Context: an optimization exercise on an open-source flow, tuned for small area, a short achievable clock period and few clock cycles. The choices shown serve that exercise and are no tape-out recipe. RTL that was checked went through simulation tests only; none was proved equivalent to the original. Function not checked in run 5: the RTL went through the layout flow alone. Power and IR drop assume default switching activity.

==> design/flow/design.v <==
module CHIP(clk,
            rst_n,
            mem_wen_D,
            mem_addr_D,
            mem_wdata_D,
            mem_rdata_D,
            mem_addr_I,
            mem_rdata_I);
    input         clk, rst_n ;
    output        mem_wen_D  ;
    output [31:0] mem_addr_D ;
    output [31:0] mem_wdata_D;
    input  [31:0] mem_rdata_D;
    output [31:0] mem_addr_I ;
    input  [31:0] mem_rdata_I;
    reg  [31:2] pc_f;                
    reg         init;                
    reg         d_valid;
    reg  [31:0] ir;
    reg  [31:2] pc_d;
    reg         d_fp;                
    reg  [31:1] d_s1, d_s2;          
    reg  [11:2] d_lo;                
    reg         d_lc;                
    reg         d_far;               
    reg         e_valid;
    reg  [31:0] e_op1;               
    reg  [31:0] e_op2;               
    reg  [31:0] e_aux;               
    reg  [4:0]  e_rd;
    reg         e_wr;                
    reg         e_load, e_store, e_branch, e_bge, e_jal, e_jalr, e_mul;
    reg         e_sub, e_add, e_xor, e_slt;
    reg  [3:0]  e_sl1, e_sr1, e_sh2;    
    reg  [1:0]  e_sh3;
    reg         e_pred;              
    reg         m_wr, m_load, m_store;
    reg  [4:0]  m_rd;
    reg  [31:0] m_res, m_wdata;
    reg         mu_busy, mu_fin, mu_last;
    reg  [4:0]  mu_rd;
    reg  [31:0] mu_a, mu_b, mu_s, mu_c;
    wire        mu_wb   = mu_busy && mu_fin && !m_wr;
    wire        wp_we   = m_wr || mu_wb;
    wire [4:0]  wp_addr = m_wr ? m_rd : mu_rd;
    wire [31:0] wp_data = ({32{m_wr &  m_load}} & mem_rdata_D) |
                          ({32{m_wr & ~m_load}} & m_res) |
                          ({32{mu_wb}} & mu_s);
    wire [31:0] rf [0:31];
    assign rf[0] = 32'd0;
    genvar g;
    generate
        for (g = 1; g < 32; g = g + 1) begin : R
            localparam [31:0] RV = (g == 2) ? 32'hbffffff0 :
                                   (g == 3) ? 32'h10008000 : 32'd0;
            reg [31:0] q;
            assign rf[g] = q;
            always @(posedge clk) begin
                if (init || (wp_we && wp_addr == g))
                    q <= (RV == 32'd0) ? wp_data : (wp_data | (RV & {32{init}}));
            end
        end
    endgenerate
    wire [6:0] op  = ir[6:0];
    wire [4:0] rd  = ir[11:7];
    wire [2:0] f3  = ir[14:12];
    wire [4:0] rs1 = ir[19:15];
    wire [4:0] rs2 = ir[24:20];
    wire [4:0] sh  = ir[24:20];
    wire d_auipc  = (op[6:4] == 3'b001) &&  op[2];
    wire d_opimm  = (op[6:4] == 3'b001) && !op[2];
    wire d_load   = (op[6:4] == 3'b000);
    wire d_store  = (op[6:4] == 3'b010);
    wire d_opreg  = (op[6:4] == 3'b011);
    wire d_branch = (op[6:4] == 3'b110) && (op[3:2] == 2'b00);
    wire d_jalr   = (op[6:4] == 3'b110) && (op[3:2] == 2'b01);
    wire d_jal    = (op[6:4] == 3'b110) && op[3];
    wire d_mul    = d_opreg && ir[25] && (f3 != 3'b100);
    wire d_xor    = d_opreg && (f3 == 3'b100);
    wire d_slt    = d_opimm && (f3 == 3'b010);
    wire d_sll    = d_opimm && (f3 == 3'b001);
    wire d_srl    = d_opimm && (f3 == 3'b101);
    wire d_sub    = (d_opreg && ir[30]) || d_branch || d_slt;
    wire d_add    = !d_xor && !d_slt && !d_sll && !d_srl && !d_jalr;
    wire d_use1 = !d_auipc && !d_jal;
    wire d_use2 = d_opreg || d_branch || d_store;
    wire d_wr   = !d_branch && !d_store && (rd != 5'd0);
    wire [31:0] imm_i = {{20{ir[31]}}, ir[31:20]};
    wire [31:0] imm_s = {{20{ir[31]}}, ir[31:25], ir[11:7]};
    wire [31:0] imm_b = {{19{ir[31]}}, ir[31], ir[7], ir[30:25], ir[11:8], 1'b0};
    wire [31:0] imm_u = {ir[31:12], 12'd0};
    wire [31:0] imm_j = {{11{ir[31]}}, ir[31], ir[19:12], ir[20], ir[30:21], 1'b0};
    reg  [31:0] rv1, rv2;
    integer n;
    always @(*) begin
        rv1 = 32'd0;
        rv2 = 32'd0;
        for (n = 1; n < 32; n = n + 1) begin
            rv1 = rv1 | ({32{d_s1[n]}} & rf[n]);
            rv2 = rv2 | ({32{d_s2[n]}} & rf[n]);
        end
    end
    wire [31:0] v1 = (wp_we && wp_addr == rs1) ? wp_data : rv1;
    wire [31:0] v2 = (wp_we && wp_addr == rs2) ? wp_data : rv2;
    wire e_hit1 = e_valid && e_wr && (e_rd == rs1);
    wire e_hit2 = e_valid && e_wr && (e_rd == rs2);
    wire e_hitd = e_valid && e_wr && (e_rd == rd);
    wire m_wait = mu_busy && !mu_wb;
    wire m_hit1 = m_wait && (mu_rd == rs1);
    wire m_hit2 = m_wait && (mu_rd == rs2);
    wire m_hitd = m_wait && (mu_rd == rd);
    wire e_slow = e_load || e_mul;        
    wire d_stall = d_valid && (
        (e_slow && ((d_use1 && e_hit1) || (d_use2 && e_hit2))) ||
        (e_mul && d_wr && e_hitd) ||
        (d_use1 && m_hit1) || (d_use2 && m_hit2) || (d_wr && m_hitd) ||
        (d_mul && d_wr && ((e_valid && e_mul && e_wr) || m_wait)));
    wire [31:12] d_tgt_hi = pc_d[31:12] + {{12{ir[31]}}, (ir[3] ? ir[19:12] : {8{ir[31]}})} +
                            {19'd0, d_lc};
    wire [31:2] d_tgt = {d_tgt_hi, d_lo};
    wire [31:2] d_pc4 = pc_d + 30'd1;
    wire d_go = d_valid && !d_stall;
    wire [31:0] a = e_op1;
    wire [31:0] b = e_op2;
    wire [32:0] sum_c = {a, 1'b1} + {b, e_sub};
    wire [31:0] sum = sum_c[32:1];
    wire [31:0] bt = ~b;
    reg  [31:0] t_lt, t_eq;
    integer k, w;
    always @(*) begin
        t_lt = ~a & bt;
        t_lt[31] = a[31] & ~bt[31];
        t_eq = ~(a ^ bt);
        for (w = 1; w < 32; w = w * 2)
            for (k = 2 * w - 1; k < 32; k = k + 2 * w) begin
                t_lt[k] = t_lt[k] | (t_eq[k] & t_lt[k - w]);
                t_eq[k] = t_eq[k] & t_eq[k - w];
            end
    end
    wire lt = t_lt[31];
    wire eq = t_eq[31];
    wire [31:0] l1 = ({32{e_sl1[0]}} & a) | ({32{e_sl1[1]}} & {a[30:0], 1'b0}) |
                     ({32{e_sl1[2]}} & {a[29:0], 2'b0}) | ({32{e_sl1[3]}} & {a[28:0], 3'b0});
    wire [31:0] l2 = ({32{e_sh2[0]}} & l1) | ({32{e_sh2[1]}} & {l1[27:0], 4'b0}) |
                     ({32{e_sh2[2]}} & {l1[23:0], 8'b0}) | ({32{e_sh2[3]}} & {l1[19:0], 12'b0});
    wire [31:0] l3 = ({32{e_sh3[0]}} & l2) | ({32{e_sh3[1]}} & {l2[15:0], 16'b0});
    wire [31:0] r1 = ({32{e_sr1[0]}} & a) | ({32{e_sr1[1]}} & {1'b0, a[31:1]}) |
                     ({32{e_sr1[2]}} & {2'b0, a[31:2]}) | ({32{e_sr1[3]}} & {3'b0, a[31:3]});
    wire [31:0] r2 = ({32{e_sh2[0]}} & r1) | ({32{e_sh2[1]}} & {4'b0, r1[31:4]}) |
                     ({32{e_sh2[2]}} & {8'b0, r1[31:8]}) | ({32{e_sh2[3]}} & {12'b0, r1[31:12]});
    wire [31:0] r3 = ({32{e_sh3[0]}} & r2) | ({32{e_sh3[1]}} & {16'b0, r2[31:16]});
    wire [31:0] e_res = ({32{e_add}} & sum) | ({32{e_xor}} & (a ^ b)) |
                        {31'd0, e_slt & lt} | ({32{e_jalr}} & e_aux) | l3 | r3;
    wire br_taken   = e_bge ? !lt : eq;
    wire e_mis_br   = e_branch && (br_taken != e_pred);
    wire e_mis_jalr = e_jalr && !(e_pred && !a[0]);
    wire e_mis_jal  = e_jal && !e_pred;
    wire e_redirect = e_valid && (e_mis_br || e_mis_jalr || e_mis_jal);
    wire [31:2] e_target = e_jalr ? sum[31:2] : e_aux[31:2];
    assign mem_addr_I = {pc_f, 2'b00};
    wire [31:0] fi = mem_rdata_I;
    wire x1_busy = (d_valid && d_wr && rd == 5'd1) ||
                   (e_valid && e_wr && e_rd == 5'd1) ||
                   (m_wr && m_rd == 5'd1) || (mu_busy && mu_rd == 5'd1);
    wire [31:2] pc_seq_n;
    wire        f_take, f_lc, f_far;
    wire [11:2] f_lo;
    wire [31:2] pc_other;
    wire        use_seq;
    fetch_pred fp(.fi(fi), .pc_f(pc_f), .x1(rf[1][31:2]), .x1_busy(x1_busy),
                  .use_seq(use_seq), .pc_other(pc_other), .pc_next(pc_seq_n),
                  .take(f_take), .lo(f_lo), .lc(f_lc), .far(f_far));
    assign      use_seq = !init && !e_redirect && !d_redirect && !d_stall;
    wire        d_mis = d_fp && (((d_jal || d_branch) && d_far) ||
                                 (d_jalr && (ir[31:21] != 11'd0)));
    wire        d_redirect = d_go && d_mis;
    always @(posedge clk or negedge rst_n) begin
        if (!rst_n) begin
            d_valid <= 1'b0;
            init    <= 1'b1;
        end else begin
            init <= 1'b0;
            if (init || e_redirect || d_redirect)
                d_valid <= 1'b0;
            else if (!d_stall)
                d_valid <= 1'b1;
        end
    end
    assign      pc_other = init ? 30'h00004000 :
                           e_redirect ? e_target :
                           d_redirect ? d_pc4 : pc_f;
    always @(posedge clk)
        pc_f <= pc_seq_n;
    always @(posedge clk) begin
        if (!d_stall) begin
            ir   <= mem_rdata_I;
            pc_d <= pc_f;
            d_fp  <= f_take;
            d_s1  <= 31'd1 << (fi[19:15] - 5'd1);
            d_s2  <= 31'd1 << (fi[24:20] - 5'd1);
            d_lo  <= f_lo;
            d_lc  <= f_lc;
            d_far <= f_far;
        end
    end
    wire        byp1 = e_hit1 && d_use1;
    wire        byp2 = e_hit2 && (d_opreg || d_branch);
    wire        byp3 = e_hit2 && d_store;
    wire [31:0] op1_n = d_auipc ? {pc_d, 2'b00} : d_jal ? {d_pc4, 2'b00} : v1;
    wire [31:0] op2_n = ((d_opreg || d_branch) ? v2 :
                         d_store ? imm_s :
                         d_auipc ? imm_u :
                         d_jal ? 32'd0 : imm_i) ^ {32{d_sub}};
    wire        d_ptaken = d_fp && !d_mis;
    wire [31:0] aux_n = d_store ? v2 :
                        (d_jal || (d_branch && !d_ptaken)) ? {d_tgt, 2'b00} : {d_pc4, 2'b00};
    always @(posedge clk or negedge rst_n) begin
        if (!rst_n) e_valid <= 1'b0;
        else        e_valid <= d_go && !e_redirect;
    end
    always @(posedge clk) begin
        e_op1 <= byp1 ? e_res : op1_n;
        e_op2 <= byp2 ? (e_res ^ {32{d_sub}}) : op2_n;
        e_aux <= byp3 ? e_res : aux_n;
        e_rd     <= rd;
        e_wr     <= d_wr;
        e_load   <= d_load;
        e_store  <= d_store;
        e_branch <= d_branch;
        e_bge    <= f3[0];
        e_jal    <= d_jal;
        e_jalr   <= d_jalr;
        e_mul    <= d_mul;
        e_sub    <= d_sub;
        e_add    <= d_add;
        e_xor    <= d_xor;
        e_slt    <= d_slt;
        e_sl1    <= {4{d_sll}} & (4'b0001 << sh[1:0]);
        e_sr1    <= {4{d_srl}} & (4'b0001 << sh[1:0]);
        e_sh2    <= 4'b0001 << sh[3:2];
        e_sh3    <= sh[4] ? 2'b10 : 2'b01;
        e_pred   <= d_ptaken;
    end
    wire e_go = e_valid && !e_mul;
    always @(posedge clk or negedge rst_n) begin
        if (!rst_n) begin
            m_wr    <= 1'b0;
            m_load  <= 1'b0;
            m_store <= 1'b0;
        end else begin
            m_wr    <= e_go && e_wr;
            m_load  <= e_go && e_load;
            m_store <= e_go && e_store;
        end
    end
    always @(posedge clk) begin
        m_rd    <= e_rd;
        m_res   <= e_res;
        m_wdata <= e_aux;
    end
    assign mem_wen_D   = m_store;
    assign mem_addr_D  = m_res;
    assign mem_wdata_D = m_wdata;
    wire mu_issue = e_valid && e_mul && e_wr;
    wire [31:0] pp0 = mu_b[0] ? mu_a : 32'd0;
    wire [31:0] pp1 = mu_b[1] ? {mu_a[30:0], 1'b0} : 32'd0;
    wire [31:0] pp2 = mu_b[2] ? {mu_a[29:0], 2'b0} : 32'd0;
    wire [31:0] pp3 = mu_b[3] ? {mu_a[28:0], 3'b0} : 32'd0;
    wire [31:0] s1 = mu_s ^ mu_c ^ pp0;
    wire [31:0] c1 = {((mu_s & mu_c) | (mu_s & pp0) | (mu_c & pp0)), 1'b0};
    wire [31:0] s2 = pp1 ^ pp2 ^ pp3;
    wire [31:0] c2 = {((pp1 & pp2) | (pp1 & pp3) | (pp2 & pp3)), 1'b0};
    wire [31:0] s3 = s1 ^ c1 ^ s2;
    wire [31:0] c3 = {((s1 & c1) | (s1 & s2) | (c1 & s2)), 1'b0};
    wire [31:0] s4 = s3 ^ c3 ^ c2;
    wire [31:0] c4 = {((s3 & c3) | (s3 & c2) | (c3 & c2)), 1'b0};
    always @(posedge clk or negedge rst_n) begin
        if (!rst_n)        mu_busy <= 1'b0;
        else if (mu_issue) mu_busy <= 1'b1;
        else if (mu_wb)    mu_busy <= 1'b0;
    end
    always @(posedge clk) begin
        if (mu_issue) begin
            mu_a    <= a;
            mu_b    <= b;
            mu_s    <= 32'd0;
            mu_c    <= 32'd0;
            mu_fin  <= 1'b0;
            mu_last <= (a == 32'd0) || (b == 32'd0);
            mu_rd   <= e_rd;
        end else if (!mu_last) begin
            mu_a    <= {mu_a[27:0], 4'd0};
            mu_b    <= {4'd0, mu_b[31:4]};
            mu_s    <= s4;
            mu_c    <= c4;
            mu_last <= (mu_a[27:0] == 28'd0) || (mu_b[31:4] == 28'd0);
        end else if (!mu_fin) begin
            mu_s    <= mu_s + mu_c;
            mu_fin  <= 1'b1;
        end
    end
endmodule
module fetch_pred(fi, pc_f, x1, x1_busy, use_seq, pc_other, pc_next, take, lo, lc, far);
    input  [31:0] fi;
    input  [31:2] pc_f, x1, pc_other;
    input         x1_busy, use_seq;
    output [31:2] pc_next;
    output        take, lc, far;
    output [11:2] lo;
    wire jal = (fi[6:2] == 5'b11011);
    wire bwd = (fi[6:2] == 5'b11000) && fi[31];
    wire ret = (fi[6:2] == 5'b11001) && (fi[19:15] == 5'd1) && !x1_busy;
    wire [12:2] lo_j = {1'b0, pc_f[11:2]} + {1'b0, fi[20], fi[30:22]};
    wire [12:2] lo_b = {1'b0, pc_f[11:2]} + {1'b0, fi[7], fi[30:25], fi[11:9]};
    assign far  = fi[2] ? ((fi[19:12] != {8{fi[31]}}) || (lo_j[12] != fi[31]))
                        : (lo_b[12] != fi[31]);
    assign take = jal || bwd || ret;
    assign lo   = fi[2] ? lo_j[11:2] : lo_b[11:2];
    assign lc   = fi[2] ? lo_j[12] : lo_b[12];
    wire [31:2] pc_f1 = pc_f + 30'd1;
    wire [31:2] seq = ({30{jal}} & {pc_f[31:12], lo_j[11:2]}) |
                      ({30{bwd}} & {pc_f[31:12], lo_b[11:2]}) |
                      ({30{ret}} & x1) |
                      ({30{~take}} & pc_f1);
    assign pc_next = ({30{use_seq}} & seq) | ({30{~use_seq}} & pc_other);
endmodule
==> design/flow/flow/run.sh <==
#!/bin/bash
# The standard ORFS layout (the standard.sh) with: hierarchical synthesis
# (each module mapped on its own, then flattened, as the standard synthesis
# does), timing repair aimed well below the clock period (a repair target
# only: the design is still constrained and signed off at the design's
# period), larger slew/capacitance margins, plain buffers on the ports, larger
# clock-tree sink clusters, and extra antenna-repair rounds after detailed
# routing (flow/post_drt.tcl). ORFS writes each step's log under orfs/logs;
# make's output goes to orfs_flow.log.
set -o pipefail
HERE=$(pwd)
bash standard.sh CORE_UTILIZATION=55 SETUP_SLACK_MARGIN=7.5 TNS_END_PERCENT=5 \
    SYNTH_HIERARCHICAL=1 SLEW_MARGIN=35 CAP_MARGIN=35 \
    CTS_CLUSTER_SIZE=22 CTS_CLUSTER_DIAMETER=80 \
    "BUFFER_PORTS_ARGS=-buffer_cell sky130_fd_sc_hd__buf_4" \
    POST_DETAIL_ROUTE_TCL=$HERE/flow/post_drt.tcl \
    finish > orfs_flow.log 2>&1
==> design/flow/flow/post_drt.tcl <==
# Sourced by ORFS at the end of detailed routing (POST_DETAIL_ROUTE_TCL):
# keep repairing antennas and re-routing while violations remain, for a few
# more rounds than ORFS's own loop.
set my_antenna_rounds 0
while { [check_antennas] && $my_antenna_rounds < 6 } {
  repair_antennas
  detailed_route {*}$all_args
  incr my_antenna_rounds
}
puts "post_drt: extra antenna rounds $my_antenna_rounds"
==> design/flow/standard.sh <==
#!/bin/bash
# synth_recipe.tcl (not shown) runs the flow's synth.tcl, then flattens the netlist and writes it again
# the make line also repeats each setting of config.mk as NAME=value (left out here)
make -C /OpenROAD-flow-scripts/flow DESIGN_CONFIG=/design/flow/config.mk WORK_HOME=/design/flow/orfs CLKGATE_MAP_FILE= SYNTH_SCRIPT=/design/flow/synth_recipe.tcl "${@:-finish}"
==> design/flow/config.mk <==
export PLATFORM = sky130hd
export DESIGN_NAME = CHIP
export DESIGN_NICKNAME = CHIP
export VERILOG_FILES = /design/flow/design.v
export SDC_FILE = /design/flow/constraint.sdc
export NUM_CORES = 8
export LEC_CHECK = 0
export CAP_MARGIN = 20
export CORE_MARGIN = 2
export CORE_UTILIZATION = 40
export SETUP_SLACK_MARGIN = 0.3
export SLEW_MARGIN = 20
==> design/flow/constraint.sdc <==
create_clock -name core_clock -period 11.0 [get_ports {clk}]
set_input_delay 2.2000 -clock core_clock [delete_from_list [all_inputs] [get_ports {clk}]]
set_output_delay 2.2000 -clock core_clock [all_outputs]
set_load 0.01 [all_outputs]
==> results of run 1 <==
==> critical path: stages (launching register included) <==
cell,delay [ns]
edfxtp_1,0.83
buf_4,0.55
a22o_1,0.30
a221oi_1,0.24
nand4_1,0.16
or4_1,0.78
o211ai_1,0.20
o21ai_1,0.25
a21oi_1,0.29
xnor2_1,0.16
==> power breakdown <==
group | internal (mW) | switching (mW)
logic | 2.97 | 5.90
registers | 7.86 | 1.22
clock network | 1.76 | 2.17
total | 12.6 | 9.29
==> Yosys stat by module (local to each module, per instance) <==
module,cells,times used,flip-flops and latches
fetch_pred,363,1,0
CHIP,6325,1,1493
==> path summary, 6_finish.rpt <==
check / endpoint / cells past startpoint
max in group asynchronous: init / 1
min in group asynchronous: m_store / 1
min: m_wdata[30] / 0
max: e_op2[2] / 9
max reg2reg: e_op2[2] / 9
min reg2reg: m_wdata[30] / 0
==> per-layer routing <==
layer | GRT usage [%] | vias up
met5 | 0.892 | -
met4 | 47.0 | 42
met3 | 24.8 | 2661
met2 | 74.5 | 7361
met1 | 61.0 | 33475
li1 | - | 26563
==> layout by cell type (no fill, tap or decap), types with 116 or more instances in the layout <==
master	instances
nand2_1	435
a21oi_1	224
a22o_1	292
a221oi_1	281
nand4_1	157
dfxtp_1	252
nand3_1	133
and2_1	118
o21ai_0	235
a22oi_1	570
fa_1	116
buf_4	490
nor2_1	318
inv_1	259
edfxtp_1	1196
==> area by class of cell <==
class / count / area [µm²] / area share [%]
Inverter: 278 / 1090 / 1.26
Tap cell: 1794 / 2240 / 2.59
Timing Repair Buffer: 557 / 4830 / 5.58
Multi-Input combinational cell: 4407 / 33200 / 38.3
Sequential cell: 1493 / 42000 / 48.5
Antenna cell: 36 / 90.1 / 0.104
Clock buffer: 104 / 2450 / 2.83
Clock inverter: 50 / 671 / 0.774
Timing Repair inverter: 8 / 40.0 / 0.0462
==> state kept, by name, indices dropped and copies added, names as in the netlist, 5 cells and up <==
| signal | cells |
|---|---|
| e_rd | 5 |
| R.q | 992 |
| ir | 30 |
| d_lo | 10 |
| mu_c | 29 |
| d_s1 | 31 |
| mu_a | 32 |
| e_op1 | 32 |
| m_rd | 5 |
| e_op2 | 32 |
| pc_f | 30 |
| m_res | 32 |
| m_wdata | 32 |
| pc_d | 30 |
| mu_rd | 5 |
| mu_b | 32 |
| d_s2 | 31 |
| mu_s | 32 |
| e_aux | 32 |
==> kinds of logic after synthesis <==
logic type      count (synthesis)  synth area share, %
compound gates               2230                 21.6
xor+xnor                      192                 2.19
fa+ha+maj                     250                 5.26
buf+inv                       795                 4.02
flops                        1493                 54.7
mux                           134                 1.78
other cells                     1              0.00489
simple gates                 1593                 10.4
==> repair_timing <==
| item | CTS | global route |
|---|---|---|
| hold endpoints to repair | 0 | 0 |
| buffers inserted | 101 | 31 |
| resized for setup | 317 | 71 |
| pin swaps | 59 | 19 |
| setup endpoints to repair | 764 | 299 |
| gates cloned | 20 | 1 |
==> through the flow <==
stage               power [mW]  setup WS [ns]
floorplan                 12.9           6.92
global placement          16.6           5.28
detailed placement        16.7           5.45
CTS                       21.1           7.24
global route              22.3           7.17
finish                    21.9           7.07
==> flow_summary.yaml, run 1 <==
clock_network:
  clk_latency_ns: 0.80
  path_clk_slew_ns: 0.09
  cts_tree: "done"
  cts_sinks: 1493
  cts_buffers: 94
  cts_root_buffer: "clkbuf_16"
  cts-hold-fix-buffers: 0
  cts_max_level: 3
  clockBufferDepth: 3
floorplanning:
  rows: 136
  io_pins: 163
  dieHeight_um: 377
  coreArea_um2: 138000
  initial_core_util_pct: 55.6
  die_area_um2: 142000
  chipWidth_um: 377
place:
  placed_area_um2: 80300
  dpl.hpwl_um: 242000
  globalplace.congestion: 1.08
  portBuffers: 158
  placedCellCount: 8379
grt:
  grt_pass1_wl_um: 522000
  grt_pass1_vias: 64925
  antenna_found_initial: 41
  grt_usage_pct: 53.3
  overflow: 0
  grt_max_degree: 79
drt:
  wl_um: 388000
  drt_iter0_drc: 14280
  num_vias: 70102
  wl_per_cell_um: 44.4
  dr.max_layer_used: "met5"
  ant_nets: 0
  wl_met1_um: 122000
  wl_met3_um: 63400
  drcViolationCount: 0
  met2WireLength_um: 155000
  first_pass_iters: 11
  drt-vias-per-instance: 8.03
layout:
  final_util_pct: 62.9
  fillers: 10983
  nNetsFinal: 7155
  drive_above_1_share_pct: 16.1
  fin_cells: 8727
  areaGrowthSynthToFinish_pct: 13.1
  final_cell_area_um2: 86600
power_and_ir_drop:
  powerDensity_nw_per_um2: 253
  ir_drop_mv: 0.202
  leakagePower_nw: 32.4
timing:
  finalMaxSlewViolations: 0
  worst_slew_pin_slew_ns: 1.22
  max_freq_mhz: 254
  setup_viol: 0
  fin_setup_tns_ns: 0
  slew_headroom_pct: 18.4
  holdWs_ns: 0.354
  fin_crit_sh_pct: 35.8
  rsz0062_at_grt: "true"
  hold_viol_final: 0
  fin_skew_ns: 0.0625
  layout_min_cycle_time_ns: 3.93
status:
  outcome: "timing/DRC/antenna clean"
synth:
  synth-main-ff-cell: "edfxtp_1"
  ys_seq_area_share_pct: 54.7
  yosysWarnings: 7
  yosys.area.top_type: "edfxtp_1"
  netlist.area_leader.share_pct: 46.9
  async_flop_share_pct: 0.469
  synth-seq-cells: 1493
  synth_area_um2: 76600
  avgSynthCellArea_um2: 11.5
  synthCells: 6688
  synthTopCellsByArea: "edfxtp_1 (47%), dfxtp_1 (7.6%), a22oi_1 (5.6%)"
  synth.most_common_cell: "edfxtp_1"
  synth_edf_count: 1196
  ys_top_cells_by_count: "edfxtp_1 (1,196), a22oi_1 (571), nand2_1 (440)"
  synth_cell_types: 108
critical_path:
  path_max_fanout: 23
  r2r_slack_ns: 7.07
  critical_path.startpoint_type: "flop"
  regToRegStartpoint: "d_s2[5]"
  cp-startpoint: "d_s2[5]"
  path_class: "reg -> reg"
  end_kind: "flop"
  arrival_ns: 4.60
  cp_data_required_time_ns: 11.67
worst_hold_path:
  min_path_type: "reg -> reg"
  worstHoldStart: "e_aux[30]"
flow_run:
  cap_violations: 0
Testbench counts, summed over its fixed seeds: cycles 200,790.
==> inputs of run 2 (changes only) <==
--- a/design/flow/flow/run.sh
+++ b/design/flow/flow/run.sh
@@ -9,7 +9,7 @@
 # make's output goes to orfs_flow.log.
 set -o pipefail
 HERE=$(pwd)
-bash standard.sh CORE_UTILIZATION=55 SETUP_SLACK_MARGIN=7.5 TNS_END_PERCENT=5 \
+bash standard.sh CORE_UTILIZATION=60 SETUP_SLACK_MARGIN=7.5 \
     SYNTH_HIERARCHICAL=1 SLEW_MARGIN=35 CAP_MARGIN=35 \
     CTS_CLUSTER_SIZE=22 CTS_CLUSTER_DIAMETER=80 \
     "BUFFER_PORTS_ARGS=-buffer_cell sky130_fd_sc_hd__buf_4" \
==> run 2 against run 1 <==
First-iteration DRC count grew 16%. Core utilization is 5.8 points higher. Clock skew decreased by 0.014 ns. Count of clock-buffer cells in the layout decreased by 4. Die area decreased by 8.2%. Hold slack gained 0.014 ns. Area after synthesis unchanged. Fmax rose by 1.0%. Flip-flop and latch count unchanged. Sequential share of layout area fell by 0.31 points. Still clean on timing, DRC and antenna.
==> flow_summary.yaml, run 2 <==
status:
  outcome: "timing/DRC/antenna clean"
floorplanning:
  chipWidth_um: 361
  coreArea_um2: 127000
  initial_core_util_pct: 60.2
  rows: 131
  io_pins: 163
  dieHeight_um: 361
  die_area_um2: 131000
layout:
  final_common_cell: "edfxtp_1"
  largest_register_ff_count: 992
  drive_above_1_share_pct: 17.6
  final_cell_area_um2: 87300
  areaGrowthSynthToFinish_pct: 14.0
  regMostFlops: "R.q"
  fin_cells: 8604
  nNetsFinal: 7184
  final_cell_mix: "edfxtp_1 (1,196), a22oi_1 (568), buf_4 (499)"
  fillers: 9460
place:
  portBuffers: 158
  globalplace.congestion: 1.10
  placed_area_um2: 80300
  dpl.hpwl_um: 230000
  placedCellCount: 8234
worst_hold_path:
  hold_path_end: "m_wdata[30]"
  worstHoldStart: "e_aux[30]"
  hold_depth: 0
  min_path_type: "reg -> reg"
clock_network:
  clockBufferDepth: 3
  cts_max_level: 3
  cts_tree: "done"
  cts_sinks: 1493
  cts_buffers: 90
  cts_root_buffer: "clkbuf_16"
  path_clk_slew_ns: 0.10
  cts-hold-fix-buffers: 0
  clk_latency_ns: 0.77
drt:
  first_pass_iters: 15
  num_vias: 71120
  drt-vias-per-instance: 8.27
  drcViolationCount: 0
  drt_iter0_drc: 16585
  wl_per_cell_um: 44.5
  ant_nets: 0
  wl_um: 383000
critical_path:
  max_stage_delay_ns: 1.05
  crit_family: "simple AND/OR/NAND/NOR gates"
  regToRegStartpoint: "d_s1[30]"
  crit_slowest_cell: "nor3_1"
  path_cells: "buf_4, a22o_1, a221oi_1, nand4_1, nor3_1, a21oi_1, mux2i_1, nor2_1"
  r2r_slack_ns: 7.11
  r2r_cells: 8
  critical_path.startpoint_type: "flop"
  path_max_fanout: 23
  arrival_ns: 4.53
  end_kind: "flop"
  path_class: "reg -> reg"
  cp_data_required_time_ns: 11.63
  worstReg2RegEnd: "e_op1[1]"
  cp_num_buf_inv: 1
synth:
  yosys.area.top_type: "edfxtp_1"
  synth_area_um2: 76600
  synthTopCellsByArea: "edfxtp_1 (47%), dfxtp_1 (7.6%), a22oi_1 (5.6%)"
  ys_seq_area_share_pct: 54.7
  avgSynthCellArea_um2: 11.5
  netlist.area_leader.share_pct: 46.9
  synth-main-ff-cell: "edfxtp_1"
  yosysWarnings: 7
  synth-seq-cells: 1493
  synth_cell_types: 108
  async_flop_share_pct: 0.469
  synth_edf_count: 1196
  synthCells: 6688
  synth.most_common_cell: "edfxtp_1"
  ys_top_cells_by_count: "edfxtp_1 (1,196), a22oi_1 (571), nand2_1 (440)"
grt:
  grt_pass1_wl_um: 518000
  grt_pass1_vias: 65820
  grt_max_degree: 84
  antenna_found_initial: 43
  grt_usage_pct: 57.3
  overflow: 0
power_and_ir_drop:
  sw_frac_of_total_pct: 42.7
  p_switching_mw: 9.34
  internal-power_mw: 12.5
  clkPwrFrac_pct: 16.7
  combPwrFrac_pct: 42.3
  powerDensity_nw_per_um2: 251
  leakagePower_nw: 32.6
  sequentialPowerShare_pct: 41.0
  ir_drop_mv: 0.170
timing:
  fin_crit_sh_pct: 35.4
  max_freq_mhz: 257
  rsz0062_at_grt: "true"
  hold_viol_final: 0
  layout_min_cycle_time_ns: 3.89
  holdWs_ns: 0.368
  finalMaxSlewViolations: 0
  slew_headroom_pct: 12.0
  fin_setup_tns_ns: 0
  fin_skew_ns: 0.0481
  setup_viol: 0
  worst_slew_pin_slew_ns: 1.31
flow_run:
  cap_violations: 0
==> run 2: cell counts after synthesis <==
Identical to the previous run, type by type.
==> run 2: final cells by class <==
type	count	area [µm²]	area share, %
Clock inverter	36	429	0.492
Timing Repair Buffer	595	5350	6.13
Clock buffer	100	2300	2.63
Multi-Input combinational cell	4407	33900	38.9
Antenna cell	30	75.1	0.0860
Inverter	278	1090	1.25
Tap cell	1662	2080	2.38
Sequential cell	1493	42000	48.2
Timing Repair inverter	3	15.0	0.0172
==> run 2: worst register-to-register path, delay by kind of cell, from the launching register on <==
| family | cells | cell delay (ns) |
|---|---|---|
| DFF | 1 | 0.81 |
| and+or+nand+nor | 3 | 1.25 |
| buffers and inverters | 1 | 0.51 |
| AOI/OAI and AO/OA | 3 | 0.96 |
| muxes | 1 | 0.22 |
==> run 2: routing by layer <==
metal,part of all wire (%),GRT usage (%),wire length [µm],vias up
li1,-,-,-,26585
met1,30,64.5,115000,33640
met2,39,77.7,149000,7926
met3,19,31.9,71000,2908
met4,12,49.1,47100,61
met5,0.32,4.14,1220,-
==> run 2: modules after synthesis (local to each module, per instance) <==
module | times used | area, µm²
fetch_pred | 1 | 2370
CHIP | 1 | 74200
==> run 2: stage by stage <==
step                      total power, mW  setup WS (ns)  utilization [%]
after floorplan                      13.0           6.92                -
after global placement               16.5           5.49             62.9
after detailed placement             16.7           5.38             63.1
after CTS                            20.8           7.40             67.5
after global routing                 22.3           7.21             68.6
final                                21.9           7.11             68.6
==> run 2: cells by family (layout without fill, tap and decap cells) <==
| family | after synthesis | in the layout | synth area share (%) |
|---|---|---|---|
| other | 1 | 33 | 0.00489 |
| adders and majority gates | 250 | 250 | 5.26 |
| and+or+nand+nor | 1593 | 1598 | 10.4 |
| muxes | 134 | 134 | 1.78 |
| DFF | 1493 | 1493 | 54.7 |
| AOI/OAI and AO/OA | 2230 | 2230 | 21.6 |
| buffers and inverters | 795 | 1012 | 4.02 |
| xor gates and xnor gates | 192 | 192 | 2.19 |
==> run 2: how the worst max path moves through the flow <==
stage,start,to,depth (start not counted)
4_1_cts,e_op1[26],pc_f[11],19
2_1_floorplan,mem_rdata_I[22],d_far,8
3_5_place_dp,e_op1[27],pc_f[11],17
5_1_grt,e_op1[19],pc_f[11],17
6_report,d_s1[30],e_op1[1],8
3_3_place_gp,e_op1[27],pc_f[11],17
==> run 2: repair_timing <==
action,in CTS,in global routing
resized for setup,369,191
pin swaps,77,62
setup buffers,135,38
setup endpoints to repair,383,259
gates cloned,16,4
==> run 2: power groups by stage <==
stage,logic (mW),clock network [mW],registers (mW)
floorplan,4.43,0,8.56
global placement,7.45,0,9.01
detailed placement,7.64,0,9.04
finish,9.24,3.66,8.97
CTS,8.35,3.58,8.89
global route,9.51,3.78,9.04
==> inputs of run 3 (changes only) <==
--- a/design/flow/flow/run.sh
+++ b/design/flow/flow/run.sh
@@ -9,7 +9,7 @@
 # make's output goes to orfs_flow.log.
 set -o pipefail
 HERE=$(pwd)
-bash standard.sh CORE_UTILIZATION=60 SETUP_SLACK_MARGIN=7.5 \
+bash standard.sh CORE_UTILIZATION=55 SETUP_SLACK_MARGIN=7.5 \
     SYNTH_HIERARCHICAL=1 SLEW_MARGIN=35 CAP_MARGIN=35 \
     CTS_CLUSTER_SIZE=22 CTS_CLUSTER_DIAMETER=80 \
     "BUFFER_PORTS_ARGS=-buffer_cell sky130_fd_sc_hd__buf_4" \
==> run 3 against run 2 <==
Still clean. Die area is 9.0% higher. Cell count up 1.4%. Flip-flop and latch count is the same. Wire length up 3.0%. Count of clock-buffer cells in the layout rose by 1. Clock skew is 0.0038 ns higher. Combinational power decreased by 2%. Register-to-register slack improved by 0.12 ns. Sequential share of layout area increased by 0.058 points. Largest cell class unchanged.
==> flow_summary.yaml, run 3 <==
status:
  outcome: "timing/DRC/antenna clean"
place:
  placedCellCount: 8366
  portBuffers: 158
  dpl.hpwl_um: 238000
  globalplace.congestion: 1.11
synth:
  synth_top_family_by_area: "compound AO/OA/AOI/OAI gates"
  ys_seq_area_share_pct: 54.7
  synthTopCellsByArea: "edfxtp_1 (47%), dfxtp_1 (7.6%), a22oi_1 (5.6%)"
  yosysWarnings: 7
  synthMuxAreaShare_pct: 1.78
  synth_cell_types: 108
  netlist.area_leader.share_pct: 46.9
  synth_simple_gate_area_share_pct: 10.4
  ys_top_cells_by_count: "edfxtp_1 (1,196), a22oi_1 (571), nand2_1 (440)"
  synthCells: 6688
  synth_area_um2: 76600
  synth_xor_area_share_pct: 2.19
  synth_edf_count: 1196
  synth-seq-cells: 1493
  synth-compound-area-share_pct: 21.6
  yosys.area.top_type: "edfxtp_1"
  async_flop_share_pct: 0.469
  avgSynthCellArea_um2: 11.5
  synthAdderAreaFrac_pct: 5.26
  synth.most_common_cell: "edfxtp_1"
  synth-main-ff-cell: "edfxtp_1"
floorplanning:
  dieHeight_um: 377
  coreArea_um2: 138000
  io_pins: 163
  initial_core_util_pct: 55.6
  chipWidth_um: 377
  rows: 136
  die_area_um2: 142000
worst_hold_path:
  min_path_type: "reg -> reg"
  hold_depth: 0
layout:
  regArea_um2: 42100
  regMostFlops: "R.q"
  largest_register_ff_count: 992
  fillers: 10988
  fin_cells: 8726
  final_common_cell: "edfxtp_1"
  final_cell_mix: "edfxtp_1 (1,196), a22oi_1 (568), buf_4 (501)"
  drive_above_1_share_pct: 17.4
  areaGrowthSynthToFinish_pct: 14.0
  nNetsFinal: 7171
  multi_input_area_um2: 33800
timing:
  rsz0062_at_grt: "true"
  slew_headroom_pct: 22.2
  layout_min_cycle_time_ns: 3.78
  finalMaxSlewViolations: 0
  fin_crit_sh_pct: 34.3
  setup_viol: 0
  worst_slew_pin_slew_ns: 1.16
  fin_setup_tns_ns: 0
  max_freq_mhz: 265
  fin_skew_ns: 0.0519
  hold_viol_final: 0
power_and_ir_drop:
  leakagePower_nw: 32.6
  internal-power_mw: 12.5
  sequentialPowerShare_pct: 41.4
  p_switching_mw: 9.37
  powerDensity_nw_per_um2: 251
  combPwrFrac_pct: 41.5
  total_power_mw: 21.9
  clkPwrFrac_pct: 17.1
  ir_drop_mv: 0.184
  sw_frac_of_total_pct: 42.8
critical_path:
  path_class: "reg -> reg"
  max_stage_delay_ns: 0.39
  path_max_fanout: 10
  arrival_ns: 4.42
  cpMostUsedCell: "buf_12"
  path_cells: "buf_8, inv_1, ha_4, buf_4, o21ai_0, o21a_1, o211ai_1, a2bb2oi_2, nand4_1, mux2i_1, a211o_2, nor3b_4, and2_4, buf_12, buf_12, clkbuf_16, a31oi_1"
  r2r_cells: 17
  end_kind: "flop"
  cp_num_buf_inv: 6
  cp_data_required_time_ns: 11.64
  crit_cells: 17
  critical_path.startpoint_type: "flop"
  crit_slowest_cell: "a211o_2"
  crit_family: "compound AO/OA/AOI/OAI gates"
grt:
  grt_pass1_vias: 65300
  overflow: 0
  grt_max_degree: 77
  grt_usage_pct: 54.1
  grt_pass1_wl_um: 530000
  antenna_found_initial: 36
clock_network:
  clockBufferDepth: 3
  cts_max_level: 3
  cts_sinks: 1493
  path_clk_slew_ns: 0.10
  cts_buffers: 90
  cts_tree: "done"
  clk_latency_ns: 0.78
  cts_root_buffer: "clkbuf_16"
drt:
  ant_nets: 0
  first_pass_iters: 11
  drt-vias-per-instance: 8.14
  drcViolationCount: 0
  num_vias: 71054
  drt_iter0_drc: 15204
  wl_um: 394000
  wl_per_cell_um: 45.2
flow_run:
  cap_violations: 0
[run 3: cell counts after synthesis]
No cell type changed its count.
[run 3: routing by layer]
layer  GRT usage [%]  vias to the layer above  part of all wire (%)
li1                -                    26563                     -
met1            62.4                    34102                    31
met2            73.4                     7688                    39
met3            28.4                     2659                    18
met4            46.0                       42                    12
met5            1.68                        -                  0.14
[run 3: repair_timing]
action / in CTS / in global routing
hold buffers: 0 / 0
setup buffers: 118 / 47
pin swaps: 59 / 45
cloned: 16 / 4
gates resized for setup: 370 / 154
endpoints found under the setup margin: 764 / 288
[run 3: logic make-up after synthesis]
kind of cell             count (synthesis)
AO/OA/AOI/OAI                         2230
XOR/XNOR                               192
adder cells (fa/ha/maj)                250
buffers and inverters                  795
flip-flops                            1493
multiplexers                           134
other                                    1
AND/OR/NAND/NOR                       1593
[run 3: power by group through the flow]
| stage | clock, mW | combinational (mW) | sequential [mW] |
|---|---|---|---|
| floorplan | 0 | 4.43 | 8.56 |
| global placement | 0 | 7.26 | 9.17 |
| detailed placement | 0 | 7.42 | 9.18 |
| CTS | 3.70 | 8.18 | 8.96 |
| global route | 3.88 | 9.37 | 9.13 |
| finish | 3.75 | 9.09 | 9.07 |
[run 3: through the flow]
stage | cell area (µm²) | setup WS, ns | hold WS (ns) | util, %
floorplan | 77100 | 6.92 | 0.330 | -
global placement | 80200 | 5.81 | 0.398 | 58.2
detailed placement | 80500 | 5.72 | 0.393 | 58.4
CTS | 86000 | 7.35 | 0.412 | 62.4
global route | 87300 | 7.23 | 0.423 | 63.3
finish | 87400 | 7.22 | 0.414 | 63.4
[run 3: modules after synthesis (local to each module, per instance)]
module	area, µm²	flops+latches
CHIP	74200	1493
fetch_pred	2370	0
[run 3: worst reg2reg max path, delay by kind of cell (launching register included)]
kind	cells	cell delay, ns
multiplexers	1	0.22
AO/OA/AOI/OAI	6	1.12
AND/OR/NAND/NOR	3	0.79
adder cells (fa/ha/maj)	1	0.23
buffers and inverters	6	0.97
flip-flops	1	0.35
[run 3: path summary, 6_finish.rpt]
path | endpoint | slack (ns) | startpoint
max | pc_f[16] | 7.22 | e_op1[19]
min | m_wdata[27] | 0.41 | e_aux[27]
max reg2reg | pc_f[16] | 7.22 | e_op1[19]
min reg2reg | m_wdata[27] | 0.41 | e_aux[27]
min in group asynchronous | e_valid | 1.30 | rst_n
max in group asynchronous | init | 9.43 | rst_n
[run 3: layout make-up]
| type | instances | area share, % |
|---|---|---|
| Inverter | 278 | 1.26 |
| Antenna cell | 29 | 0.0831 |
| Clock buffer | 101 | 2.65 |
| Timing Repair Buffer | 581 | 5.89 |
| Clock inverter | 39 | 0.587 |
| Timing Repair inverter | 3 | 0.0172 |
| Multi-Input combinational cell | 4408 | 38.7 |
| Tap cell | 1794 | 2.57 |
| Sequential cell | 1493 | 48.2 |
==> inputs of run 4 (changes only) <==
--- a/design/flow/flow/run.sh
+++ b/design/flow/flow/run.sh
@@ -11,7 +11,7 @@
 HERE=$(pwd)
 bash standard.sh CORE_UTILIZATION=55 SETUP_SLACK_MARGIN=7.5 \
     SYNTH_HIERARCHICAL=1 SLEW_MARGIN=35 CAP_MARGIN=35 \
-    CTS_CLUSTER_SIZE=22 CTS_CLUSTER_DIAMETER=80 \
+    CTS_CLUSTER_SIZE=26 CTS_CLUSTER_DIAMETER=90 \
     "BUFFER_PORTS_ARGS=-buffer_cell sky130_fd_sc_hd__buf_4" \
     POST_DETAIL_ROUTE_TCL=$HERE/flow/post_drt.tcl \
     finish > orfs_flow.log 2>&1
==> run 4 against run 3 <==
Still clean on timing, DRC and antenna. Flip-flop and latch count stayed put. First-iteration DRC count is 0.22% higher. Worst setup slack worse by 0.079 ns. Die area stayed put. Wire length hardly changed. Area after synthesis stayed put. Via count is 0.20% lower. Critical endpoint is now pc_f[18]. Largest power group unchanged.
==> flow_summary.yaml, run 4 <==
status:
  outcome: "timing/DRC/antenna clean"
timing:
  fin_crit_sh_pct: 35.0
  setup_slack_ns: 7.15
  layout_min_cycle_time_ns: 3.85
  max_freq_mhz: 259
  fin_setup_tns_ns: 0
  finalMaxSlewViolations: 0
  slew_headroom_pct: 26.2
  fin_skew_ns: 0.0473
  worst_slew_pin_slew_ns: 1.10
  setup_viol: 0
  hold_viol_final: 0
  rsz0062_at_grt: "true"
synth:
  synth.most_common_cell: "edfxtp_1"
  ys_top_cells_by_count: "edfxtp_1 (1,196), a22oi_1 (571), nand2_1 (440)"
  synth_edf_count: 1196
  synthTopCellsByArea: "edfxtp_1 (47%), dfxtp_1 (7.6%), a22oi_1 (5.6%)"
  avgSynthCellArea_um2: 11.5
  synth-seq-cells: 1493
  yosysWarnings: 7
  async_flop_share_pct: 0.469
  synthCells: 6688
  synth-main-ff-cell: "edfxtp_1"
  synth_area_um2: 76600
  netlist.area_leader.share_pct: 46.9
  yosys.area.top_type: "edfxtp_1"
  ys_seq_area_share_pct: 54.7
  synth_cell_types: 108
drt:
  drcViolationCount: 0
  ant_nets: 0
  num_vias: 70910
  wl_per_cell_um: 45.3
  first_pass_iters: 15
  drt_iter0_drc: 15237
  drt-vias-per-instance: 8.14
  wl_um: 394000
critical_path:
  crit_family: "compound AO/OA/AOI/OAI gates"
  arrival_ns: 4.48
  cp_num_buf_inv: 6
  end_kind: "flop"
  crit_slowest_cell: "dfxtp_4"
  critical_path.startpoint_type: "flop"
  max_stage_delay_ns: 0.44
  path_max_fanout: 7
  path_class: "reg -> reg"
  cp_data_required_time_ns: 11.63
  cpMostUsedCell: "buf_6"
  path_cells: "inv_1, ha_4, buf_4, o21a_1, a211oi_2, a2bb2oi_2, nand4_1, mux2i_1, a211o_2, nor3b_4, and2_4, buf_6, buf_8, buf_6, buf_16, a31oi_4"
layout:
  fin_cells: 8713
  areaGrowthSynthToFinish_pct: 13.5
  final_common_cell: "edfxtp_1"
  largest_register_ff_count: 992
  drive_above_1_share_pct: 17.4
  nNetsFinal: 7186
  regMostFlops: "R.q"
  final_cell_area_um2: 87000
  final_cell_mix: "edfxtp_1 (1,196), a22oi_1 (568), buf_4 (529)"
clock_network:
  clk_latency_ns: 0.76
  cts_tree: "done"
  cts_buffers: 73
  cts-hold-fix-buffers: 0
  path_clk_slew_ns: 0.12
  clockBufferDepth: 3
  cts_root_buffer: "clkbuf_16"
  cts_sinks: 1493
  cts_max_level: 3
grt:
  overflow: 0
  grt_max_degree: 77
  grt_pass1_wl_um: 530000
  grt_usage_pct: 54.2
  grt_pass1_vias: 65568
  antenna_found_initial: 38
power_and_ir_drop:
  leakagePower_nw: 32.4
  ir_drop_mv: 0.180
  p_switching_mw: 9.24
  sequentialPowerShare_pct: 42.2
  clkPwrFrac_pct: 15.5
  powerDensity_nw_per_um2: 247
  internal-power_mw: 12.2
  combPwrFrac_pct: 42.3
  sw_frac_of_total_pct: 43.1
  total_power_mw: 21.5
place:
  placedCellCount: 8366
  dpl.hpwl_um: 238000
  placed_area_um2: 80500
  globalplace.congestion: 1.11
  post-place-ws_ns: 5.72
  portBuffers: 158
floorplanning:
  die_area_um2: 142000
  coreArea_um2: 138000
  io_pins: 163
  chipWidth_um: 377
  dieHeight_um: 377
  rows: 136
  initial_core_util_pct: 55.6
flow_run:
  cap_violations: 0
worst_hold_path:
  min_path_type: "reg -> reg"
## run 4: cell type report
| type | instances | area (µm²) |
|---|---|---|
| Fill cell | 11014 | 50800 |
| Sequential cell | 1493 | 42100 |
| Multi-Input combinational cell | 4408 | 33800 |
| Timing Repair Buffer | 613 | 5410 |
| Tap cell | 1794 | 2240 |
| Clock buffer | 81 | 1890 |
| Inverter | 278 | 1100 |
| Clock inverter | 24 | 360 |
| Antenna cell | 19 | 47.5 |
| Timing Repair inverter | 3 | 15.0 |
## run 4: repair_timing
| item | in CTS | in global routing |
|---|---|---|
| pin swaps | 70 | 42 |
| gates cloned | 19 | 1 |
| resized for setup | 404 | 115 |
| setup endpoints to repair | 770 | 296 |
| setup buffers | 140 | 55 |
## run 4: logic make-up (layout without fill, tap and decap cells)
kind of cell	Yosys count	count (layout)	share of synthesized area (%)
compound gates	2230	2231	21.6
simple gates	1593	1598	10.4
flops	1493	1493	54.7
buf+inv	795	999	4.02
fa+ha+maj	250	250	5.26
xor+xnor	192	192	2.19
mux	134	134	1.78
other cells	1	22	0.00489
## run 4: worst paths after layout
kind,startpoint,end,slack (ns),depth (start not counted)
max,e_op2[29],pc_f[18],7.15,16
min,e_aux[27],m_wdata[27],0.41,0
max reg2reg,e_op2[29],pc_f[18],7.15,16
min reg2reg,e_aux[27],m_wdata[27],0.41,0
max in group asynchronous,rst_n,init,9.42,1
min in group asynchronous,rst_n,e_valid,1.31,1
## run 4: per-layer routing
layer  vias up  GRT usage [%]  wire [µm]
met3      2576           28.1      71400
met1     34098           62.8     123000
met5         -           1.44        751
met4        50           46.1      45600
met2      7649           73.2     153000
li1      26537              -          -
## run 4: worst register-to-register path, delay by kind of cell, from the launching register on
family	cells	cell delay (ns)
flops	1	0.44
buf+inv	6	0.85
mux	1	0.20
fa+ha+maj	1	0.30
compound gates	5	1.15
simple gates	3	0.79
## run 4: through the flow
step	hold WS [ns]	util [%]
floorplan	0.330	-
global placement	0.398	58.2
detailed placement	0.393	58.4
CTS	0.413	62.2
global route	0.424	63.1
finish	0.412	63.1
## run 4: Yosys stat by module, one instance, submodules excluded
module	cells inside	copies in the design	area (µm²)
CHIP	6325	1	74200
fetch_pred	363	1	2370
## run 4: power groups by stage
| stage | clock network, mW | registers, mW | logic [mW] |
|---|---|---|---|
| final | 3.32 | 9.06 | 9.07 |
| after global routing | 3.45 | 9.12 | 9.36 |
| after CTS | 3.28 | 8.96 | 8.21 |
| after detailed placement | 0 | 9.18 | 7.42 |
| after global placement | 0 | 9.17 | 7.26 |
| after floorplan | 0 | 8.56 | 4.43 |
==> inputs of run 5 (changes only) <==
--- a/design/flow/design.v
+++ b/design/flow/design.v
@@ -100,8 +100,9 @@
             rv2 = rv2 | ({32{d_s2[n]}} & rf[n]);
         end
     end
-    wire [31:0] v1 = (wp_we && wp_addr == rs1) ? wp_data : rv1;
-    wire [31:0] v2 = (wp_we && wp_addr == rs2) ? wp_data : rv2;
+    wire [31:0] byp_data = ({32{m_wr & ~m_load}} & m_res) | ({32{mu_wb}} & mu_s);
+    wire [31:0] v1 = (wp_we && wp_addr == rs1) ? byp_data : rv1;
+    wire [31:0] v2 = (wp_we && wp_addr == rs2) ? byp_data : rv2;
     wire e_hit1 = e_valid && e_wr && (e_rd == rs1);
     wire e_hit2 = e_valid && e_wr && (e_rd == rs2);
     wire e_hitd = e_valid && e_wr && (e_rd == rd);
@@ -110,8 +111,11 @@
     wire m_hit2 = m_wait && (mu_rd == rs2);
     wire m_hitd = m_wait && (mu_rd == rd);
     wire e_slow = e_load || e_mul;        
+    wire m_ld1 = m_wr && m_load && (m_rd == rs1);
+    wire m_ld2 = m_wr && m_load && (m_rd == rs2);
     wire d_stall = d_valid && (
         (e_slow && ((d_use1 && e_hit1) || (d_use2 && e_hit2))) ||
+        (d_use1 && m_ld1) || (d_use2 && m_ld2) ||
         (e_mul && d_wr && e_hitd) ||
         (d_use1 && m_hit1) || (d_use2 && m_hit2) || (d_wr && m_hitd) ||
         (d_mul && d_wr && ((e_valid && e_mul && e_wr) || m_wait)));
--- a/design/flow/flow/run.sh
+++ b/design/flow/flow/run.sh
@@ -11,7 +11,7 @@
 HERE=$(pwd)
 bash standard.sh CORE_UTILIZATION=55 SETUP_SLACK_MARGIN=7.5 \
     SYNTH_HIERARCHICAL=1 SLEW_MARGIN=35 CAP_MARGIN=35 \
-    CTS_CLUSTER_SIZE=26 CTS_CLUSTER_DIAMETER=90 \
+    CTS_CLUSTER_SIZE=22 CTS_CLUSTER_DIAMETER=80 \
     "BUFFER_PORTS_ARGS=-buffer_cell sky130_fd_sc_hd__buf_4" \
     POST_DETAIL_ROUTE_TCL=$HERE/flow/post_drt.tcl \
     finish > orfs_flow.log 2>&1
==> run 5 against run 4 <==
Non-clock buffer count rose by 69. Sequential share of layout area is 0.90 points lower. Cell count rose by 2.3%. Power decreased by 7.5%. Sequential power fell by 6.0%. Via count is 2.1% higher. Flip-flop and latch count unchanged. Wire length rose by 2.3%. Global-route usage is 0.73 points higher. Clock power is 16% higher. Count of clock-buffer cells in the layout up 21. Worst setup slack improved by 0.11 ns. Largest cell class unchanged.
==> flow_summary.yaml, run 5 <==
synth:
  avgSynthCellArea_um2: 11.3
  synth_cell_types: 101
  synthCells: 6752
  synth.most_common_cell: "edfxtp_1"
  synthTopCellsByArea: "edfxtp_1 (47%), dfxtp_1 (7.6%), a22oi_1 (5.8%)"
  async_flop_share_pct: 0.469
  yosys.area.top_type: "edfxtp_1"
  synth_edf_count: 1196
  synth-main-ff-cell: "edfxtp_1"
  netlist.area_leader.share_pct: 47.0
  yosysWarnings: 7
  synth_area_um2: 76400
  ys_top_cells_by_count: "edfxtp_1 (1,196), a22oi_1 (589), nand2_1 (575)"
  ys_seq_area_share_pct: 54.9
  synth-seq-cells: 1493
critical_path:
  r2r_slack_ns: 7.25
  critical_path.startpoint_type: "flop"
  regToRegStartpoint: "d_s1[5]"
  path_max_fanout: 19
  path_class: "reg -> reg"
  end_kind: "flop"
  arrival_ns: 4.38
  worstReg2RegEnd: "e_op1[19]"
  cp-startpoint: "d_s1[5]"
  r2r_cells: 11
  cp_data_required_time_ns: 11.63
clock_network:
  cts_max_level: 3
  path_clk_slew_ns: 0.09
  clockBufferDepth: 3
  cts_root_buffer: "clkbuf_16"
  cts_tree: "done"
  clk_latency_ns: 0.82
  cts-hold-fix-buffers: 0
  cts_buffers: 91
  cts_sinks: 1493
floorplanning:
  initial_core_util_pct: 55.5
  dieHeight_um: 377
  coreArea_um2: 138000
  rows: 136
  io_pins: 163
  die_area_um2: 142000
  chipWidth_um: 377
layout:
  final_common_cell: "edfxtp_1"
  largest_register_ff_count: 992
  areaGrowthSynthToFinish_pct: 16.2
  fillers: 10846
  fin_cells: 8912
  drive_above_1_share_pct: 18.7
  final_cell_area_um2: 88700
  regMostFlops: "R.q"
  final_util_pct: 64.5
  final_cell_mix: "edfxtp_1 (1,196), a22oi_1 (589), nand2_1 (549)"
  nNetsFinal: 7341
drt:
  wl_per_cell_um: 45.3
  wl_um: 404000
  drcViolationCount: 0
  drt_iter0_drc: 15859
  ant_nets: 0
  first_pass_iters: 14
  drt-vias-per-instance: 8.12
  num_vias: 72391
place:
  placedCellCount: 8467
  placed_area_um2: 80600
  post-place-ws_ns: 5.44
  dpl.hpwl_um: 250000
  globalplace.congestion: 1.07
  portBuffers: 158
grt:
  grt_pass1_wl_um: 534000
  grt_usage_pct: 54.9
  antenna_found_initial: 41
  grt_pass1_vias: 65643
  grt_max_degree: 88
  overflow: 0
flow_run:
  cap_violations: 0
timing:
  slew_headroom_pct: 20.5
  fin_crit_sh_pct: 34.1
  worst_slew_pin_slew_ns: 1.19
  finalMaxSlewViolations: 0
  layout_min_cycle_time_ns: 3.75
  max_freq_mhz: 267
  setup_slack_ns: 7.25
  fin_setup_tns_ns: 0
  hold_viol_final: 0
  fin_skew_ns: 0.0651
  holdWs_ns: 0.393
  rsz0062_at_grt: "true"
  setup_viol: 0
worst_hold_path:
  hold_depth: 0
  min_path_type: "reg -> reg"
  hold_path_end: "m_wdata[6]"
  worstHoldStart: "e_aux[6]"
power_and_ir_drop:
  ir_drop_mv: 0.193
  powerDensity_nw_per_um2: 224
  leakagePower_nw: 33.4
  total_power_mw: 19.8
status:
  outcome: "timing/DRC/antenna clean"
[run 5: cells by family after synthesis]
family,share of synthesized area (%)
and+or+nand+nor,10.7
xor gates and xnor gates,2.43
buffers and inverters,3.92
muxes,1.49
other,0.00491
AOI/OAI and AO/OA,21.4
adders and majority gates,5.27
DFF,54.9
[run 5: what timing repair did]
item	in CTS	in global routing
pin swaps	66	89
setup buffers	145	88
endpoints found under the setup margin	732	519
gates resized for setup	428	244
gates cloned	10	9
[run 5: worst max-delay path by stage]
| stage | to | slack (ns) | cells after the start |
|---|---|---|---|
| 3_3_place_gp | pc_f[10] | 5.44 | 16 |
| 3_5_place_dp | pc_f[10] | 5.44 | 16 |
| 2_1_floorplan | R[5].q[0] | 6.79 | 6 |
| 6_report | e_op1[19] | 7.25 | 11 |
| 5_1_grt | e_aux[30] | 7.36 | 17 |
| 4_1_cts | R[31].q[12] | 7.37 | 4 |
[run 5: per-module statistics from Yosys (local to each module, per instance)]
module      cell area [µm²]  copies in the design  cells inside
CHIP                  74000                     1          6379
fetch_pred             2350                     1           373
[run 5: power by group]
part           total (mW)  internal (mW)  switching [mW]
logic                7.46           2.65            4.81
clock network        3.86           1.71            2.15
registers            8.52           7.50            1.02
total                19.8           11.9            7.98
[run 5: worst max-delay path, cell delays in order (launching register included)]
cell and delay (ns):
edfxtp_1 0.37, buf_4 0.28, buf_4 0.39, a22o_1 0.30
a221oi_1 0.30, nand4_1 0.16, nor3_2 0.57, nand2_1 0.12
o21ai_0 0.22, a21oi_1 0.15, a221oi_1 0.56, a21oi_1 0.14
[run 5: cell type report]
type	count	area, µm²	share of cell area, %
antenna	38	95.1	0.107
clock buffer	102	2370	2.67
clock inverter	46	633	0.714
inverter	268	1040	1.17
multi-input combinational	4489	34000	38.4
sequential	1493	42200	47.5
tap	1794	2240	2.53
timing repair buffer	682	6130	6.91
[run 5: metal layers]
| layer | up-vias | routed length (µm) | share of wire [%] | track usage, % |
|---|---|---|---|---|
| met5 | - | 1100 | 0.27 | 4.15 |
| met4 | 43 | 48000 | 12 | 46.8 |
| met3 | 2705 | 73000 | 18 | 26.9 |
| met2 | 8314 | 157000 | 39 | 74.8 |
| met1 | 34485 | 124000 | 31 | 64.0 |
| li1 | 26844 | - | - | - |
==> inputs of run 6 (changes only) <==
--- a/design/flow/design.v
+++ b/design/flow/design.v
@@ -19,7 +19,6 @@
     reg  [31:0] ir;
     reg  [31:2] pc_d;
     reg         d_fp;                
-    reg  [31:1] d_s1, d_s2;          
     reg  [11:2] d_lo;                
     reg         d_lc;                
     reg         d_far;               
@@ -90,19 +89,10 @@
     wire [31:0] imm_b = {{19{ir[31]}}, ir[31], ir[7], ir[30:25], ir[11:8], 1'b0};
     wire [31:0] imm_u = {ir[31:12], 12'd0};
     wire [31:0] imm_j = {{11{ir[31]}}, ir[31], ir[19:12], ir[20], ir[30:21], 1'b0};
-    reg  [31:0] rv1, rv2;
-    integer n;
-    always @(*) begin
-        rv1 = 32'd0;
-        rv2 = 32'd0;
-        for (n = 1; n < 32; n = n + 1) begin
-            rv1 = rv1 | ({32{d_s1[n]}} & rf[n]);
-            rv2 = rv2 | ({32{d_s2[n]}} & rf[n]);
-        end
-    end
-    wire [31:0] byp_data = ({32{m_wr & ~m_load}} & m_res) | ({32{mu_wb}} & mu_s);
-    wire [31:0] v1 = (wp_we && wp_addr == rs1) ? byp_data : rv1;
-    wire [31:0] v2 = (wp_we && wp_addr == rs2) ? byp_data : rv2;
+    wire [31:0] rv1 = rf[rs1];
+    wire [31:0] rv2 = rf[rs2];
+    wire [31:0] v1 = (wp_we && wp_addr == rs1) ? wp_data : rv1;
+    wire [31:0] v2 = (wp_we && wp_addr == rs2) ? wp_data : rv2;
     wire e_hit1 = e_valid && e_wr && (e_rd == rs1);
     wire e_hit2 = e_valid && e_wr && (e_rd == rs2);
     wire e_hitd = e_valid && e_wr && (e_rd == rd);
@@ -111,11 +101,8 @@
     wire m_hit2 = m_wait && (mu_rd == rs2);
     wire m_hitd = m_wait && (mu_rd == rd);
     wire e_slow = e_load || e_mul;        
-    wire m_ld1 = m_wr && m_load && (m_rd == rs1);
-    wire m_ld2 = m_wr && m_load && (m_rd == rs2);
     wire d_stall = d_valid && (
         (e_slow && ((d_use1 && e_hit1) || (d_use2 && e_hit2))) ||
-        (d_use1 && m_ld1) || (d_use2 && m_ld2) ||
         (e_mul && d_wr && e_hitd) ||
         (d_use1 && m_hit1) || (d_use2 && m_hit2) || (d_wr && m_hitd) ||
         (d_mul && d_wr && ((e_valid && e_mul && e_wr) || m_wait)));
@@ -200,8 +187,6 @@
             ir   <= mem_rdata_I;
             pc_d <= pc_f;
             d_fp  <= f_take;
-            d_s1  <= 31'd1 << (fi[19:15] - 5'd1);
-            d_s2  <= 31'd1 << (fi[24:20] - 5'd1);
             d_lo  <= f_lo;
             d_lc  <= f_lc;
             d_far <= f_far;
--- a/design/flow/flow/run.sh
+++ b/design/flow/flow/run.sh
@@ -10,7 +10,7 @@
 set -o pipefail
 HERE=$(pwd)
 bash standard.sh CORE_UTILIZATION=55 SETUP_SLACK_MARGIN=7.5 \
-    SYNTH_HIERARCHICAL=1 SLEW_MARGIN=35 CAP_MARGIN=35 \
+    SYNTH_HIERARCHICAL=1 SLEW_MARGIN=27 CAP_MARGIN=27 \
     CTS_CLUSTER_SIZE=22 CTS_CLUSTER_DIAMETER=80 \
     "BUFFER_PORTS_ARGS=-buffer_cell sky130_fd_sc_hd__buf_4" \
     POST_DETAIL_ROUTE_TCL=$HERE/flow/post_drt.tcl \
==> run 6 against run 5 <==
Critical path type unchanged. Power is 3.8% lower. Wire length down 2.1%. Non-clock buffer count up 58. First-iteration DRC count fell by 0.33%. Global-route usage shrank 0.91 points. Combinational power down 1%. Register-to-register slack better by 0.05 ns. Count of clock-buffer cells in the layout down 1. Cell count is 1.6% higher. Area after synthesis is 1.6% lower. Clock skew increased by 0.024 ns.
==> flow_summary.yaml, run 6 <==
worst_hold_path:
  worstHoldStart: "e_aux[27]"
  min_path_type: "reg -> reg"
  hold_depth: 0
  hold_path_end: "m_wdata[27]"
critical_path:
  r2r_cells: 13
  cp_data_required_time_ns: 11.68
  r2r_slack_ns: 7.30
  regToRegStartpoint: "ir[15]"
  arrival_ns: 4.38
  path_class: "reg -> reg"
  path_max_fanout: 24
  end_kind: "flop"
  critical_path.startpoint_type: "flop"
  cp-startpoint: "ir[15]"
  worstReg2RegEnd: "e_op1[25]"
synth:
  ys_seq_area_share_pct: 53.3
  synthTopCellsByArea: "edfxtp_1 (45%), a22oi_1 (10%), dfxtp_1 (7.7%)"
  synth_cell_types: 109
  synth-main-ff-cell: "edfxtp_1"
  yosysWarnings: 7
  synth_area_um2: 75200
  synth-seq-cells: 1431
  netlist.area_leader.share_pct: 45.3
  synthCells: 6880
  avgSynthCellArea_um2: 10.9
  async_flop_share_pct: 0.489
  synth_edf_count: 1134
  synth.most_common_cell: "edfxtp_1"
  yosys.area.top_type: "edfxtp_1"
  ys_top_cells_by_count: "edfxtp_1 (1,134), a22oi_1 (1,049), nand2_1 (713)"
place:
  globalplace.congestion: 1.08
  portBuffers: 158
  placed_area_um2: 79300
  dpl.hpwl_um: 235000
  placedCellCount: 8530
  post-place-ws_ns: 5.39
power_and_ir_drop:
  ir_drop_mv: 0.191
  powerDensity_nw_per_um2: 215
  leakagePower_nw: 33.9
clock_network:
  cts_sinks: 1431
  cts_max_level: 3
  cts_root_buffer: "clkbuf_16"
  cts-hold-fix-buffers: 0
  clk_latency_ns: 0.79
  clockBufferDepth: 3
  cts_tree: "done"
  path_clk_slew_ns: 0.09
  cts_buffers: 86
floorplanning:
  coreArea_um2: 136000
  rows: 135
  dieHeight_um: 374
  io_pins: 163
  initial_core_util_pct: 55.4
  die_area_um2: 140000
  chipWidth_um: 374
drt:
  drt_iter0_drc: 15806
  wl_um: 395000
  wl_per_cell_um: 43.6
  first_pass_iters: 13
  num_vias: 71598
  drt-vias-per-instance: 7.91
  drcViolationCount: 0
  ant_nets: 0
timing:
  worst_slew_pin_slew_ns: 1.22
  rsz0062_at_grt: "true"
  slew_headroom_pct: 18.9
  fin_setup_tns_ns: 0
  setup_viol: 0
  hold_viol_final: 0
  fin_skew_ns: 0.0891
  setup_slack_ns: 7.30
  max_freq_mhz: 270
  fin_crit_sh_pct: 33.6
  layout_min_cycle_time_ns: 3.70
  finalMaxSlewViolations: 0
layout:
  fillers: 10502
  fin_cells: 9057
  largest_register_ff_count: 992
  areaGrowthSynthToFinish_pct: 18.3
  final_cell_area_um2: 88900
  regMostFlops: "R.q"
  final_common_cell: "edfxtp_1"
  nNetsFinal: 7519
  final_cell_mix: "edfxtp_1 (1,134), a22oi_1 (1,030), nand2_1 (696)"
  drive_above_1_share_pct: 21.4
flow_run:
  cap_violations: 0
grt:
  grt_max_degree: 95
  grt_usage_pct: 54.0
  grt_pass1_vias: 64886
  overflow: 0
  antenna_found_initial: 26
  grt_pass1_wl_um: 522000
status:
  outcome: "timing/DRC/antenna clean"
## run 6: cell families after synthesis
| family | count (synthesis) | synth area share, % |
|---|---|---|
| fa+ha+maj | 250 | 5.36 |
| compound gates | 2231 | 21.1 |
| simple gates | 1838 | 11.8 |
| other cells | 1 | 0.00499 |
| flops | 1431 | 53.3 |
| xor+xnor | 205 | 2.39 |
| mux | 131 | 1.78 |
| buf+inv | 793 | 4.22 |
## run 6: area by class of cell
type / instances / area, µm² / area share (%)
well taps: 1781 / 2230 / 2.51
flip-flops and latches: 1431 / 40200 / 45.3
diodes: 22 / 55.1 / 0.0619
multi-input cells: 4673 / 35500 / 39.9
clock buffers: 101 / 2220 / 2.49
repair buffers: 740 / 7060 / 7.94
clock inverters: 38 / 533 / 0.599
inverters: 271 / 1090 / 1.23
## run 6: modules after synthesis, one instance, submodules excluded
module,times used,flip-flops and latches
CHIP,1,1431
fetch_pred,1,0
## run 6: report_power, final
part           internal (mW)  total [mW]  switching [mW]
clock                   1.58        3.64            2.06
sequential              7.18        8.09           0.910
combinational           2.59        7.36            4.77
total                   11.4        19.1            7.74
## run 6: worst max-delay path, stage by stage (launching register included)
cell and delay (ns):
edfxtp_1 0.53, buf_4 0.21, nand3b_1 0.22, buf_4 0.21, nor2_4 0.51, buf_8 0.45
a22oi_1 0.17, nand2_1 0.12, nor3_2 0.07, a21oi_4 0.31, a21oi_1 0.12, nor2_2 0.38
a221oi_1 0.15, mux2i_1 0.18
## run 6: repair_timing
| item | CTS | global route |
|---|---|---|
| gates resized for setup | 540 | 296 |
| pin swaps | 111 | 116 |
| gates cloned | 16 | 16 |
| setup buffers | 214 | 116 |
| setup endpoints to repair | 997 | 165 |
## run 6: per-layer routing
layer  global-route usage (%)  vias to the layer above  part of all wire [%]
li1                         -                    27116                     -
met5                     1.65                        -                  0.21
met4                     44.5                       38                    12
met2                     74.6                     7906                    39
met3                     26.6                     2638                    18
met1                     62.7                    33900                    31
## run 6: worst max-delay path by stage
stage                end  depth (start not counted)
2_1_floorplan      d_far                          8
3_3_place_gp   e_op2[31]                         12
3_5_place_dp   e_op2[31]                         12
4_1_cts            d_far                          9
5_1_grt            d_far                          9
6_report       e_op1[25]                         13
## run 6: metrics by stage
| stage | util, % | hold slack, ns | power, mW |
|---|---|---|---|
| after floorplan | - | 0.330 | 11.4 |
| after global placement | 58.4 | 0.391 | 14.0 |
| after detailed placement | 58.5 | 0.387 | 14.1 |
| after CTS | 63.6 | 0.408 | 18.3 |
| after global routing | 65.5 | 0.423 | 19.6 |
| final | 65.6 | 0.408 | 19.1 |
Testbench counts of run 6, summed over its fixed seeds: cycles 200,790.

separate check: timing with driven ports:
No port has a modelled driver above. Below, the same layouts with a new extraction and two added sets of constraints.
Step 1: set_driving_cell puts a clkbuf_16 on clk and a buf_2 on each other input, an assumption about the parent block.
Step 2 times the ports against the registers' clock, not the clock port: input delays grow and output delays shrink by t, the midpoint of the rising clock arrivals with the driver on.
a / b / c = no drivers / after step 1 / after step 2; a / b = the first two.
run | shift t [ns] | setup WS [ns]
run 1 | 0.849 | 7.067 / 7.067 / 6.309
run 2 | 0.831 | 7.108 / 7.108 / 6.570
run 3 | 0.838 | 7.225 / 7.225 / 6.566
run 4 | 0.825 | 7.146 / 7.146 / 6.456
run 5 | 0.877 | 7.254 / 7.254 / 6.616
run 6 | 0.825 | 7.300 / 7.300 / 6.555
After both steps every run listed still meets setup and hold.
